This is an optimization exercise on Yosys and OpenROAD, whose aim is small area, not a production implementation.
In this exercise RTL edits were held to simulation tests only and were not proved equivalent to the original.
Power and IR drop assume default switching activity.

== run A ==
// main
module main(
	output [2:0] led,
	output [3:0] AN_out,
	output [6:0] CN_out,
	input clk, rst, clear, enter, change,
	input [3:0] switch
);
	reg [5:0] d;
	wire slow = (d == 6'd29);
	wire fast = (d[1:0] == 2'b11);
	always @(posedge clk or posedge rst)
		if (rst) d <= 6'd62;
		else d <= d + 1'b1;
	reg e0, e1, e2, E;
	reg [1:0] q0, q1, q2, qp;      
	always @(posedge clk or posedge rst)
		if (rst) begin e0 <= 0; e1 <= 0; e2 <= 0; E <= 0; end
		else if (slow) begin e0 <= enter; e1 <= e0; e2 <= e1; E <= e1 & ~e2; end
	always @(posedge clk)
		if (slow) begin q0 <= {change, clear}; q1 <= q0; q2 <= q1; qp <= q1 & ~q2; end
	wire C = qp[0], G = qp[1];
	localparam [2:0] S_I = 3'd0, S_L = 3'd1, S_EP = 3'd2, S_U = 3'd3,
	                 S_CP = 3'd4, S_A = 3'd5, S_BD = 3'd6, S_LO = 3'd7;
	localparam [3:0] M_CL0 = 4'b0000, M_CL2 = 4'b0001, M_CL6 = 4'b0010, M_CL7 = 4'b0011,
	                 M_OPEN = 4'b1100, M_US = 4'b1101, M_LO = 4'b1110, M_BD = 4'b1111;
	reg [2:0] state;
	reg lf;
	reg [2:0] cnt;
	reg [4:0] th;
	reg tb;
	reg [3:0] tu;
	reg [3:0] mode;
	reg [15:0] passwd;
	reg [15:0] inp;
	wire swf = (switch == 4'hF);
	wire match = (passwd == inp);
	wire tu9  = tu[3] & tu[0];
	wire x511 = th[4] & th[3] & th[0] & tb & tu[0];
	wire t300 = (th == 5'd14) & tb & tu9;
	wire t360 = th[4] & th[0] & tb & tu9;         
	wire t321 = th[4] & ~th[3];                    
	wire t302 = (th == 5'd15) & ~tb & (tu == 4'd1);  
	wire t6   = tu[2] & tu[0];                     
	reg [4:0] nth; reg ntb; reg [3:0] ntu;   
	always @(*) begin
		nth = th; ntb = tb; ntu = tu + 1'b1;
		if (x511) begin nth = 5'd0; ntb = 1'b0; ntu = 4'd0; end
		else if (tu9) begin
			ntu = 4'd0; ntb = ~tb;
			if (tb) nth = th + 1'b1;
		end
	end
	reg [2:0] ledv;
	always @(*)
		case (mode[3:2])
			2'b00: ledv = {mode[1], mode[1] | mode[0], mode[1] & mode[0]};
			2'b01: ledv = 3'd2;
			2'b10: ledv = 3'd4;
  ...
Size: roughly 76 flip-flops, about 23 I/O pins.
clock: 6.0 ns
lec_check: 0
abc_area: 1
cap_margin: 20
core_margin: 2
core_utilization: 60
place_density: 0.75
slew_margin: 20
standard.sh (not shown) runs the stock make flow with config.mk's settings and CLKGATE_MAP_FILE= SYNTH_SCRIPT=/design/flow/synth_recipe.tcl, a recipe that flattens the netlist after the stock synthesis.
==> flow/flow/run.sh <==
#!/bin/bash
# Own layout flow: the standard flow (standard.sh) with these changes:
# - synthesis: no half/full-adder cell extraction (ADDER_MAP_FILE empty) and a
#   stronger area-oriented ABC script (flow/abc_area.script, used through a
#   copy of the ORFS scripts folder); registers and their names are unchanged;
# - ports are buffered with the smallest buffer cell;
# - clock tree: small buffers and no dummy loads.
set -euo pipefail
W=$(pwd)
rm -rf "$W/xscripts"
cp -r "$FLOW_HOME/scripts" "$W/xscripts"
cp "$W/flow/abc_area.script" "$W/xscripts/abc_area.script"
CTS="-sink_clustering_enable -repair_clock_nets -dont_use_dummy_load -buf_list {sky130_fd_sc_hd__clkbuf_4 sky130_fd_sc_hd__clkbuf_8} -sink_clustering_size 8 -sink_clustering_max_diameter 40"
bash "$W/standard.sh" SCRIPTS_DIR="$W/xscripts" ADDER_MAP_FILE= ABC_AREA=1 \
	BUFFER_PORTS_ARGS="-buffer_cell sky130_fd_sc_hd__buf_1" \
	CTS_ARGS="$CTS" finish > "$W/make_flow.log" 2>&1
==> flow/flow/abc_area.script <==
strash
&get -n
&fraig -x
&put
dc2
strash
&get -n
&deepsyn -T 120
&put
strash
&get -n
&dch -f
&nf -R 1000
&put
mfs2
strash
&get -n
&dch -f
&nf -R 1000
&put
mfs2
strash
&get -n
&dch -f
&nf -R 1000
&put
Input-level comparison between run B and run A:
- changing CAP_MARGIN from 20 to 0
- changing SLEW_MARGIN from 20 to 0
- setting GPL_TIMING_DRIVEN to 0 for the first time
diff --git a/flow/flow/run.sh b/flow/flow/run.sh
--- a/flow/flow/run.sh
+++ b/flow/flow/run.sh
@@ -13 +13 @@
-CTS="-sink_clustering_enable -repair_clock_nets -dont_use_dummy_load -buf_list {sky130_fd_sc_hd__clkbuf_4 sky130_fd_sc_hd__clkbuf_8} -sink_clustering_size 8 -sink_clustering_max_diameter 40"
+CTS="-sink_clustering_enable -repair_clock_nets -dont_use_dummy_load -buf_list sky130_fd_sc_hd__clkbuf_8"
==> flow/flow/abc_area.script <==
strash
&get -n
&fraig -x
&put
dc2
strash
&get -n
&dch -f
&nf -R 1000
&put
mfs2
strash
&get -n
&dch -f
&nf -R 1000
&put
### Flow results
- Proportion of synthesized chip area in sequential cells, run B and run A: higher on run A
- Relative contribution of combinational cells to total power essentially unchanged between run A and run B.
- Re total of plain and repair buffers excluding clock buffers: run B and run A aren't equal, and the lower value belongs to run B.
- [compare] base=run A new=run B: number of cells produced by synthesis +20, global-route wire length before repair +300 µm, layout overhead on the synthesized area ~0 delta, fraction of synthesized area in multiplexers -0.80 points.
- Compared to run A, run B has total power about 0.44% higher.
Inputs modified between run B and run C:
- SLEW_MARGIN: 0 -> 20
- GPL_TIMING_DRIVEN: 0 -> unset
- CAP_MARGIN: 0 -> 20
Notes after the runs:
- Run C: placed wire-length estimate after detailed placement 4.1% above run B
- Run C against run B: final RePlAce weighted congestion +about 1.4%, area share of buffers outside the clock network +0.49 points, combinational power +8.9%, setup slack +270 ps.
- Compared to run B, the routing of run C uses more wire.
- From run B to run C the numbers moved as follows: part of the power in combinational logic shows no meaningful change, clock distribution area overhead in the final layout stayed essentially flat, design area higher.
Inputs modified between run C and run D:
diff --git a/flow/flow/run.sh b/flow/flow/run.sh
--- a/flow/flow/run.sh
+++ b/flow/flow/run.sh
@@ -13 +13 @@
-CTS="-sink_clustering_enable -repair_clock_nets -dont_use_dummy_load -buf_list sky130_fd_sc_hd__clkbuf_8"
+CTS="-sink_clustering_enable -repair_clock_nets -dont_use_dummy_load -buf_list sky130_fd_sc_hd__clkbuf_8 -sink_clustering_size 25 -sink_clustering_max_diameter 150"
==> flow/flow/abc_area.script <==
strash
&get -n
&fraig -x
&put
dc2
strash
&get -n
&deepsyn -T 120
&put
strash
&get -n
&dch -f
&nf -R 1000
&put
mfs2
strash
&get -n
&dch -f
&nf -R 1000
&put
mfs2
strash
&get -n
&dch -f
&nf -R 1000
&put
Notes after the runs:
The final layout from run D, which completed every stage, passed the timing, design-rule and antenna checks at the end of the flow. The number of distinct standard cells referenced by the synthesized netlist in run C is 0.891 times that in run D. Post-synthesis instance area ended up about 2% lower on run D than on run C. Against run C, total power in run D fell slightly. The area enclosed by the die boundary number comes out lower for run D vs run C. The final non-filler cell total in run C is 1.06 times that in run D. Looking at end point of the critical path, the CN_out[5] result is from run D; the tu[1] one comes from run C. Changes observed in run D relative to run C: xor and xnor fraction of the mapped netlist area dropped 2.0 points, met1 usage in global routing increased 1.3 points. Run D vs run C: final cell area excluding filler cells down in run D.


Starting RTL as in the previous note.
clock: 6.0 ns
lec_check: 0
abc_area: 1
cap_margin: 20
core_margin: 2
core_utilization: 60
place_density: 0.75
slew_margin: 20
==> flow/flow/run.sh <==
#!/bin/bash
# Own layout flow: the standard flow (standard.sh) with these changes:
# - synthesis: no half/full-adder cell extraction (ADDER_MAP_FILE empty) and a
#   stronger area-oriented ABC script (flow/abc_area.script, used through a
#   copy of the ORFS scripts folder); registers and their names are unchanged;
# - ports are buffered with the smallest buffer cell;
# - clock tree: small buffers and no dummy loads.
set -euo pipefail
W=$(pwd)
rm -rf "$W/xscripts"
cp -r "$FLOW_HOME/scripts" "$W/xscripts"
cp "$W/flow/abc_area.script" "$W/xscripts/abc_area.script"
CTS="-sink_clustering_enable -repair_clock_nets -dont_use_dummy_load -buf_list sky130_fd_sc_hd__clkbuf_16"
bash "$W/standard.sh" SCRIPTS_DIR="$W/xscripts" ADDER_MAP_FILE= ABC_AREA=1 \
	BUFFER_PORTS_ARGS="-buffer_cell sky130_fd_sc_hd__buf_1" \
	CTS_ARGS="$CTS" finish > "$W/make_flow.log" 2>&1
==> flow/flow/abc_area.script <==
strash
&get -n
&fraig -x
&put
dc2
strash
&get -n
&dch -f
&nf -R 1000
&put
mfs2
strash
&get -n
&dch -f
&nf -R 1000
&put
The starting point completed with no timing, DRC or antenna violations.
Rerun with:
--- a/flow/flow/run.sh
+++ b/flow/flow/run.sh
@@ -12,3 +12,3 @@
 cp "$W/flow/abc_area.script" "$W/xscripts/abc_area.script"
-CTS="-sink_clustering_enable -repair_clock_nets -dont_use_dummy_load -buf_list sky130_fd_sc_hd__clkbuf_16"
+CTS="-sink_clustering_enable -repair_clock_nets -dont_use_dummy_load -buf_list sky130_fd_sc_hd__clkbuf_8"
 bash "$W/standard.sh" SCRIPTS_DIR="$W/xscripts" ADDER_MAP_FILE= ABC_AREA=1 \
==> flow/flow/abc_area.script (replaced) <==
strash
&get -n
&fraig -x
&put
dc2
strash
&get -n
&deepsyn -T 120
&put
strash
&get -n
&dch -f
&nf -R 1000
&put
mfs2
strash
&get -n
&dch -f
&nf -R 1000
&put
mfs2
strash
&get -n
&dch -f
&nf -R 1000
&put
CAP_MARGIN = 0   (was 20)
GPL_TIMING_DRIVEN = 0   (was unset)
SLEW_MARGIN = 0   (was 20)
=>
- global-route usage came out lower by 1.7 points
- count of clock-buffer cells in the layout is unchanged
- area after synthesis fell by 3.4%
- worst setup slack improves by 470 ps
- power went down by 15%
- hold slack loses 3.8 ps
- first-iteration DRC count grows by 11%
- wire length drops by 9.1%
- die area goes down by 3.3%

-- port drivers added, routing unchanged --
The results above use ideal ports. As a check the final layouts listed here were re-extracted and re-timed, cells and wires unchanged. Step 1 assumes that a clkbuf_16 drives the clock port and a buf_2 every other input. Step 2, shift: input delay + t, output delay - t, t = (earliest + latest rising clock arrival at the registers) / 2. This alone moves slack from input paths to output paths. Three values: no drivers, after step 1, after step 2; two values: the first two.
| run | shift t [ns] | setup slack, ns | clock arrival spread, ns | worst register clock-pin slew, ns | worst data-port slew with drivers (ns) |
|---|---|---|---|---|---|
| run A | 0.368 | 2.531 / 2.531 / 2.531 | 0.028 / 0.029 | 0.09 / 0.09 | 0.03 |
| run B | 0.373 | 1.568 / 1.568 / 1.568 | 0.019 / 0.020 | 0.08 / 0.08 | 0.03 |
| run C | 0.367 | 1.842 / 1.842 / 1.842 | 0.027 / 0.027 | 0.08 / 0.08 | 0.03 |
| run D | 0.371 | 2.517 / 2.487 / 2.768 | 0.028 / 0.028 | 0.09 / 0.09 | 0.03 |
| the first run of note 2 | 0.364 | 1.849 / 1.849 / 1.849 | 0.016 / 0.016 | 0.06 / 0.06 | 0.03 |
| the second run of note 2 | 0.378 | 2.317 / 2.317 / 2.317 | 0.030 / 0.030 | 0.09 / 0.09 | 0.03 |
After both steps every run listed still meets setup and hold.
